Background: an optimization exercise with open tools, aiming at small area. Do not read the settings as production practice.
In this exercise RTL edits were held to simulation tests only and were not proved equivalent to the original.
Power figures rest on the tool's default switching activity, not on a simulated workload.

==> run.sh <==
#!/bin/bash
# synth_recipe.tcl (not shown) runs the flow's synth.tcl, then flattens the netlist and writes it again
# the make line also repeats each setting of config.mk as NAME=value (left out here)
make -C /OpenROAD-flow-scripts/flow DESIGN_CONFIG=/design/flow/config.mk WORK_HOME=/design/flow/orfs CLKGATE_MAP_FILE= SYNTH_SCRIPT=/design/flow/synth_recipe.tcl finish
==> config.mk <==
export PLATFORM = sky130hd
export DESIGN_NAME = PongCore
export DESIGN_NICKNAME = PongCore
export VERILOG_FILES = /design/flow/design.v
export SDC_FILE = /design/flow/constraint.sdc
export NUM_CORES = 4
export LEC_CHECK = 0
export CAP_MARGIN = 20
export CORE_MARGIN = 2
export CORE_UTILIZATION = 40
export SLEW_MARGIN = 20
==> constraint.sdc <==
create_clock -name core_clock -period 20.0 [get_ports {i_clk}]
set_input_delay 4.0000 -clock core_clock [delete_from_list [all_inputs] [get_ports {i_clk}]]
set_output_delay 4.0000 -clock core_clock [all_outputs]
set_load 0.01 [all_outputs]
==> design.v <==
module Lfsr(
	input i_clk,
	input i_rst,
	output reg [2:0] o_data);
	wire w_xnor;
	always @(posedge i_clk)
		if (i_rst)
			o_data <= 3'b000;
		else
			o_data <= {o_data[1:0], w_xnor};
	assign w_xnor = o_data[2] ^~ o_data[1];
endmodule
module BinaryToSevSeg(
	input i_clk,
	input [3:0] i_bin_num,
	output reg [6:0] o_sevseg);
	always @(posedge i_clk)
	begin
		case (i_bin_num)
		4'd0:
			o_sevseg <= ~(7'b0111111);
		4'd1:
			o_sevseg <= ~(7'b0000110);
		4'd2:
			o_sevseg <= ~(7'b1011011);
		4'd3:
			o_sevseg <= ~(7'b1001111);
		4'd4:
			o_sevseg <= ~(7'b1100110);
		4'd5:
			o_sevseg <= ~(7'b1101101);
		4'd6:
			o_sevseg <= ~(7'b1111101);
		4'd7:
			o_sevseg <= ~(7'b0000111);
		4'd8:
			o_sevseg <= ~(7'b1111111);
		4'd9:
			o_sevseg <= ~(7'b1101111);
		4'hA:
			o_sevseg <= ~(7'b1110111);
		4'hF:
			o_sevseg <= ~(7'b1110001);
		default:
			o_sevseg <= ~(7'b0000000);
		endcase
	end
endmodule
module PongStateMachine #(GAME_LIMIT = 11)(
	input i_clk,
	input i_rst,
	input [1:0] i_sw,
	input i_pb,
	input i_frame_tick,
	output [3:0] o_score_p1d1,
	output [3:0] o_score_p1d2,
	output [3:0] o_score_p2d1,
	output [3:0] o_score_p2d2,
	output reg signed [10:0] o_ball_x,
	output reg signed [10:0] o_ball_y,
	output reg signed [10:0] o_paddle1_y,
	output reg signed [10:0] o_paddle2_y,
	output reg o_finish);
	localparam RESET = 3'd0;
	localparam SERVE = 3'd1;
	localparam PLAY = 3'd2;
	localparam INCR_SCORE = 3'd3;
	localparam FINISH = 3'd4;
	localparam SCREEN_WIDTH = 632;
	localparam SCREEN_HEIGHT = 480;
	localparam BALL_WIDTH = 8;
	localparam PADDLE_WIDTH = 8;
	localparam PADDLE_HEIGHT = 80;
	localparam PADDLE1_X = 16;
	localparam PADDLE2_X = 608;
	localparam PADDLE_VEL = 4;
	reg [2:0] r_state;
	reg [($clog2(GAME_LIMIT + 1)):0] r_p1score, r_p2score;
	reg r_pb, r_posedge_pb, r_frame_tick, r_posedge_ftick;
	reg signed [4:0] r_velx;
	reg signed [4:0] r_vely;
	wire [2:0] w_lfsr;
	reg r_scorer;
	reg [5:0] r_blink_counter;
	Lfsr lfsr_inst(
	.i_clk(i_clk),
	.i_rst(i_rst),
	.o_data(w_lfsr));
	always @(posedge i_clk)
	begin
		if (i_rst)
		begin
			r_state <= RESET;
			o_finish <= 1'b0;
			r_p1score <= 0;
			r_p2score <= 0;
			r_velx <= 0;
			r_vely <= 0;
			r_blink_counter <= 0;
			o_ball_x <= (SCREEN_WIDTH - BALL_WIDTH) >> 1;
			o_ball_y <= (SCREEN_HEIGHT - BALL_WIDTH) >> 1;
			o_paddle1_y <= (SCREEN_HEIGHT - PADDLE_HEIGHT) >> 1;
			o_paddle2_y <= (SCREEN_HEIGHT - PADDLE_HEIGHT) >> 1;
		end
		else if(r_posedge_pb && r_state != RESET)
			r_state <= RESET;
		else if (r_posedge_pb && r_state == RESET)
		begin
			r_state <= SERVE;
			r_velx <= w_lfsr[0] ? 3 : -3;
			case (w_lfsr[2:1])
			2'b00: r_vely <=  2;
			2'b01: r_vely <=  1;
			2'b10: r_vely <= -2;
			2'b11: r_vely <= -1;
			endcase
		end
		else
		begin
			case (r_state)
			RESET:
			begin
				o_finish <= 1'b0;
				r_p1score <= 0;
				r_p2score <= 0;
				if (r_posedge_ftick)
				begin
					o_ball_x <= (SCREEN_WIDTH - BALL_WIDTH) >> 1;
					o_ball_y <= (SCREEN_HEIGHT - BALL_WIDTH) >> 1;
					o_paddle1_y <= (SCREEN_HEIGHT - PADDLE_HEIGHT) >> 1;
					o_paddle2_y <= (SCREEN_HEIGHT - PADDLE_HEIGHT) >> 1;
				end
			end
			SERVE:
			begin
				if (r_posedge_ftick)
				begin
					o_ball_x <= (SCREEN_WIDTH - BALL_WIDTH) >> 1;
					o_ball_y <= (SCREEN_HEIGHT - BALL_WIDTH) >> 1;
					r_state <= PLAY;
				end
			end
			PLAY:
			begin
				if (o_ball_x + BALL_WIDTH <= 0)
				begin
					r_p2score <= r_p2score + 1;
					r_state <= INCR_SCORE;
				end
				else if (o_ball_x >= SCREEN_WIDTH)
				begin
					r_p1score <= r_p1score + 1;
					r_state <= INCR_SCORE;
				end
				else if ((o_ball_y <= 0 && r_vely < 0) || (o_ball_y + BALL_WIDTH >= SCREEN_HEIGHT && r_vely > 0))
					r_vely <= -r_vely;
				else if (r_velx < 0 && o_ball_x < PADDLE1_X + PADDLE_WIDTH && o_ball_x + BALL_WIDTH >= PADDLE1_X && o_ball_y + BALL_WIDTH > o_paddle1_y && o_ball_y < o_paddle1_y + PADDLE_HEIGHT)
				begin
					if (o_ball_y  + BALL_WIDTH - o_paddle1_y > 2 && o_paddle1_y + PADDLE_HEIGHT - o_ball_y > 2)
					begin
						r_vely <= (o_ball_y - o_paddle1_y - ((PADDLE_HEIGHT - BALL_WIDTH) / 2)) / 5;
						r_velx <= -r_velx;
					end
				end
				else if (r_velx > 0 && o_ball_x < PADDLE2_X + PADDLE_WIDTH && o_ball_x + BALL_WIDTH >= PADDLE2_X && o_ball_y + BALL_WIDTH > o_paddle2_y && o_ball_y < o_paddle2_y + PADDLE_HEIGHT)
				begin
					if (o_ball_y  + BALL_WIDTH - o_paddle2_y > 2 && o_paddle2_y + PADDLE_HEIGHT - o_ball_y > 2)
					begin
						r_vely <= (o_ball_y - o_paddle2_y - ((PADDLE_HEIGHT - BALL_WIDTH) / 2)) / 5;
						r_velx <= -r_velx;
					end
				end
				if (r_posedge_ftick)
				begin
					o_ball_x <= o_ball_x + r_velx;
					o_ball_y <= o_ball_y + r_vely;
					if (!i_sw[1])
					begin
						if (o_paddle1_y + PADDLE_HEIGHT < SCREEN_HEIGHT)
							o_paddle1_y <= o_paddle1_y + PADDLE_VEL;
						else
							o_paddle1_y <= SCREEN_HEIGHT - PADDLE_HEIGHT;
					end
					if (i_sw[1])
					begin
						if (o_paddle1_y > 0 && o_paddle1_y - PADDLE_VEL >= 0)
							o_paddle1_y <= o_paddle1_y - PADDLE_VEL;
						else
							o_paddle1_y <= 0;
					end
					if (!i_sw[0])
					begin
						if (o_paddle2_y + PADDLE_HEIGHT < SCREEN_HEIGHT)
							o_paddle2_y <= o_paddle2_y + PADDLE_VEL;
						else
							o_paddle2_y <= SCREEN_HEIGHT - PADDLE_HEIGHT;
					end
					if (i_sw[0])
					begin
						if (o_paddle2_y > 0 && o_paddle2_y - PADDLE_VEL >= 0)
							o_paddle2_y <= o_paddle2_y - PADDLE_VEL;
						else
							o_paddle2_y <= 0;
					end
				end
			end
			INCR_SCORE:
			begin
				if (r_p1score == GAME_LIMIT || r_p2score == GAME_LIMIT)
					r_state <= FINISH;
				else
				begin
					if (r_posedge_ftick)
					begin
						r_blink_counter <= r_blink_counter + 1;
						if (r_blink_counter >= 60)
						begin
							r_state <= SERVE;
							r_blink_counter <= 0;
						end
					end
				end
			end
			FINISH:
			begin
				if (r_posedge_ftick)
				begin
					r_blink_counter <= r_blink_counter + 1;
					if (r_blink_counter >= 30)
					begin
						o_finish <= ~o_finish;
						r_blink_counter <= 0;
					end
				end
			end
			endcase
		end
	end
	always @(posedge i_clk)
	begin
		if (i_rst)
		begin
			r_pb <= 1'b0;
			r_posedge_pb <= 1'b0;
			r_frame_tick <= 1'b0;
			r_posedge_ftick <= 1'b0;
		end
		else
		begin
		r_pb <= i_pb;
		if (!r_pb && i_pb)
			r_posedge_pb <= 1'b1;
		else
			r_posedge_pb <= 1'b0;
		r_frame_tick <= i_frame_tick;
		if (!r_frame_tick && i_frame_tick)
			r_posedge_ftick <= 1'b1;
		else
			r_posedge_ftick <= 1'b0;
		end
	end	
	assign o_score_p1d1 = r_p1score / 10;
	assign o_score_p1d2 = r_p1score % 10;
	assign o_score_p2d1 = r_p2score / 10;
	assign o_score_p2d2 = r_p2score % 10;
endmodule
module PongCore(
	input i_clk,
	input i_rst,
	input [1:0] i_sw,
	input i_pb,
	input i_frame_tick,
	output [6:0] o_sevseg_p1d1,
	output [6:0] o_sevseg_p1d2,
	output [6:0] o_sevseg_p2d1,
	output [6:0] o_sevseg_p2d2,
	output signed [10:0] o_ball_x,
	output signed [10:0] o_ball_y,
	output signed [10:0] o_paddle1_y,
	output signed [10:0] o_paddle2_y,
	output o_finish);
	localparam GAME_LIMIT = 5;
	wire [3:0] w_score_p1d1;
	wire [3:0] w_score_p1d2;
	wire [3:0] w_score_p2d1;
	wire [3:0] w_score_p2d2;
	BinaryToSevSeg sevseg_p1d1_inst(
		.i_clk(i_clk),
		.i_bin_num(w_score_p1d1),
		.o_sevseg(o_sevseg_p1d1));
	BinaryToSevSeg sevseg_p1d2_inst(
		.i_clk(i_clk),
		.i_bin_num(w_score_p1d2),
		.o_sevseg(o_sevseg_p1d2));
	BinaryToSevSeg sevseg_p2d1_inst(
		.i_clk(i_clk),
		.i_bin_num(w_score_p2d1),
		.o_sevseg(o_sevseg_p2d1));
	BinaryToSevSeg sevseg_p2d2_inst(
		.i_clk(i_clk),
		.i_bin_num(w_score_p2d2),
		.o_sevseg(o_sevseg_p2d2));
	PongStateMachine #(.GAME_LIMIT(GAME_LIMIT)) statemachine_inst(
		.i_clk(i_clk),
		.i_rst(i_rst),
		.i_sw(i_sw),
		.i_pb(i_pb),
		.i_frame_tick(i_frame_tick),
		.o_score_p1d1(w_score_p1d1),
		.o_score_p1d2(w_score_p1d2),
		.o_score_p2d1(w_score_p2d1),
		.o_score_p2d2(w_score_p2d2),
		.o_ball_x(o_ball_x),
		.o_ball_y(o_ball_y),
		.o_paddle1_y(o_paddle1_y),
		.o_paddle2_y(o_paddle2_y),
		.o_finish(o_finish));
endmodule
==> run summary <==
dpl hpwl=34300 µm; Switching Share=54.2%; synthesized area=between 10000 and 15000 µm²; clk slew on worst S/H paths=about 0.07 ns; Clock Path Buffers=2; total number of vias=about 15k; clk sinks=91; number of global-route vias before repair=around 14k; predominant post-synthesis flop cell=dfxtp_1; register area share after synthesis=12.5%; CP endpoint kind=flop; Final Power=~0.0021 W; GPL Wtd Cong=0.944; slowest cell delay on critical path=~0.71 ns; Hold Fails Final Rpt=0; drt pass-1 iters=5; gr ovfl total=0; synth warn=3; Num CTS Buffers=9; Worst Reg-to-Reg Cells=slightly above 70; 1st-iter DRT viols=roughly 1.3k; maximum vdd drop=between 0.15 and 0.2 mV; Area contributors post-synth=dfxtp_1, ha_1, xnor2_1; n_diodes=0; CP required=20.28 ns; Setup WS post-layout=~1.3 ns; Cell Pwr Density=133 nW/µm²; layout cells sized above 1=6.25%; Avg WL per Cell=between 15 and 20 µm; Worst setup SP type=flop; area leader, netlist=dfxtp_1; Initial Util=40.9%; worst-margin pin slew=approximately 1.1 ns; Critical Path AT=around 19 ns; Post-synth EDFFs=0; Placement Setup Slack=1.04 ns; Ports=79; filler cell count=~3.6k; Final period util=between 90% and 100%; Hold Path Class=flop to flop; vias per inst=between 6 and 7; post-cts hold buffer count=0; min Tclk post-route=18.69 ns; combinational share of power=82.4%; P_sw=between 0.001 and 0.0015 W; Residual DRC=0; Core ar.=between 30000 and 40000 µm²; post-synth top area share=roughly an eighth; register area=roughly 1800 µm²; CTS tree=done; Multi-input gate area=between 10000 and 15000 µm²; unrepaired setup endpoints after global routing=false; Layout area overhead=9.36%; final setup vio count=0; count leader, synth=nor2_1; chip width=195 µm; worst clock skew=around 0.011 ns; clock latency on the worst-skew pair=between 0.3 and 0.4 ns; Die H=just under 200 µm; Clk network pwr share=around 8.7%; Final Max Slew Viols=0; # port buffers=68; synthesized area per cell=around 7.5 µm²; hold depth=1; htree depth=3; Total Nets Final=about 2.2k; largest net degree at the start of global routing=48; Layout Cells excl Fill=~2.4k; post-synthesis cell type count=~120; die area=between 30000 and 40000 µm²; worst-path fanout max=15; Yosys reg bits=91; Post-Synthesis Cells=1959; row count=roughly 70; asr flop ratio synth=0%; Slowest-stage cell, CP=or4_1; final core occ=approximately 45%; antenna-violating nets left=0; sum of negative setup slack=0 ns; fmax=~53 MHz; Root Buffer=clkbuf_16; first-pass GRT wire length=between 70000 and 80000 µm; Lkg Pwr=6.29 nW; Post-Place Cells=2423; Max-Cap Viols=0; Critical Path Most Common Cell=a21o_1; Slew HR=about 24%; Cell Int Power=0.000971 W; wirelength, routed=43700 µm; sequential power share=around 9.0%; most frequent cells after synthesis=nor2_1, ha_1, nand2_1; critical path class=flop to flop; run status=timing/DRC/antenna clean; Total Routing Usage GR=approximately 22%; initial antenna violation count=0
## power groups by stage
stage / clock network [W] / registers [W] / logic (W)
floorplan: 0 / 0.000192 / 0.00137
global placement: 0 / 0.000194 / 0.00164
detailed placement: 0 / 0.000194 / 0.00164
CTS: 0.000187 / 0.000190 / 0.00165
global route: 0.000192 / 0.000191 / 0.00192
finish: 0.000183 / 0.000190 / 0.00174
## cells by family after synthesis
group           after synthesis  share of synthesized area, %
compound gates              602                          29.7
flops                        91                          12.5
xor+xnor                    133                          8.13
mux                          37                          2.69
simple gates                723                          24.9
other cells                   2                        0.0514
fa+ha+maj                   169                          15.9
buf+inv                     202                          6.07
## sequential cells by signal (all words and copies together) (netlist names)
name / cells
statemachine_inst.o_paddle1_y: 9
statemachine_inst.r_velx: 5
sevseg_p1d1_inst.o_sevseg: 1
statemachine_inst.r_posedge_ftick: 1
statemachine_inst.r_blink_counter: 6
statemachine_inst.r_posedge_pb: 1
sevseg_p1d2_inst.o_sevseg: 7
sevseg_p2d1_inst.o_sevseg: 1
statemachine_inst.r_p1score: 4
sevseg_p2d2_inst.o_sevseg: 7
statemachine_inst.o_ball_x: 11
statemachine_inst.o_finish: 1
statemachine_inst.o_paddle2_y: 9
statemachine_inst.r_vely: 5
statemachine_inst.o_ball_y: 11
statemachine_inst.r_p2score: 4
statemachine_inst.lfsr_inst.o_data: 3
statemachine_inst.r_pb: 1
statemachine_inst.r_frame_tick: 1
statemachine_inst.r_state: 3
## layout make-up
| cell class | count | share of cell area, % |
|---|---|---|
| Clock buffer | 11 | 1.58 |
| Clock inverter | 4 | 0.360 |
| Inverter | 108 | 2.54 |
| Multi-Input combinational cell | 1676 | 75.0 |
| Sequential cell | 91 | 11.4 |
| Tap cell | 461 | 3.61 |
| Timing Repair Buffer | 95 | 5.50 |
## per-stage QoR
step / hold slack (ns) / cell area (µm²)
2_1_floorplan: 0.367 / 14600
3_3_place_gp: 0.372 / 15600
3_5_place_dp: 0.383 / 15600
4_1_cts: 0.393 / 15900
5_1_grt: 0.396 / 16000
6_report: 0.388 / 16000
## timing repair
item	CTS	global route
resized for setup	0	6
setup buffers	0	8
endpoints found under the setup margin	0	5
## placed cells by master, fill, tap and decap left out, types with 8 or more instances in the layout
cell,n
nor2_1,197
ha_1,140
nand2_1,139
a21oi_1,124
inv_1,104
o21ai_0,94
dfxtp_1,91
xnor2_1,90
nand3_1,79
nor3_1,72
clkdlybuf4s50_1,67
xor2_1,39
nand2b_1,36
a21o_1,35
nand4_1,34
nor4_1,32
nor2b_1,30
o211ai_1,30
mux2i_1,28
fa_1,28
buf_4,27
a211oi_1,26
o21a_1,23
o31ai_1,22
o21bai_1,19
o22ai_1,19
a31oi_1,19
or3_1,17
a22oi_1,14
and3_1,13
conb_1,12
a311oi_1,10
and4_1,9
clkbuf_16,9
and2_1,8
o21ai_1,8
or4_1,8
## worst max-delay path, delay by kind of cell, from the launching register on
kind / cells / cell delay, ns
compound gates: 31 / 7.18
xor+xnor: 5 / 1.09
fa+ha+maj: 6 / 1.99
buf+inv: 3 / 0.26
flops: 1 / 0.52
mux: 5 / 1.83
simple gates: 21 / 5.72
## final timing paths
check	from	end	slack (ns)
max	statemachine_inst.o_ball_y[2]$_SDFFE_PP1P_	statemachine_inst.r_vely[2]$_SDFFE_PP0P_	1.31
min reg2reg	statemachine_inst.r_frame_tick$_SDFF_PP0_	statemachine_inst.r_posedge_ftick$_SDFF_PP0_	0.39
max reg2reg	statemachine_inst.o_ball_y[2]$_SDFFE_PP1P_	statemachine_inst.r_vely[2]$_SDFFE_PP0P_	1.31
min	statemachine_inst.r_frame_tick$_SDFF_PP0_	statemachine_inst.r_posedge_ftick$_SDFF_PP0_	0.39
## per-layer routing
metal  GRT usage [%]  part of all wire (%)  vias up
li1                -                     -     7330
met3            2.44                   4.1       79
met2            38.1                    47      385
met5               0                     0        -
met4            8.57                   3.3        0
met1            28.8                    46     7099

re-timing with driven ports:
How much do the figures lean on ideal ports? The routed layout below was timed once more, with nothing changed but the port constraints. Step 1 (the two cells are an assumption about what drives the block):
set clk [get_ports {i_clk}]
set_driving_cell -lib_cell sky130_fd_sc_hd__clkbuf_16 $clk
set_driving_cell -lib_cell sky130_fd_sc_hd__buf_2 [delete_from_list [all_inputs] $clk]
Step 2 moves the port delays by t, midway between the first and last clock arrival at a register: inputs arrive t later, outputs are due t later. That takes back most of the time a late clock gives input paths. a / b / c = ideal ports / drivers / drivers and shift; a / b = the first two.
t (ns): 0.406
setup slack, ns: 1.307 / 1.307 / 1.307
worst data-port slew with drivers (ns): 0.03
After both steps this run still meets setup and hold. The setup slack of this run moves by 0.000 ns with the drivers and by 0.000 ns with both steps.
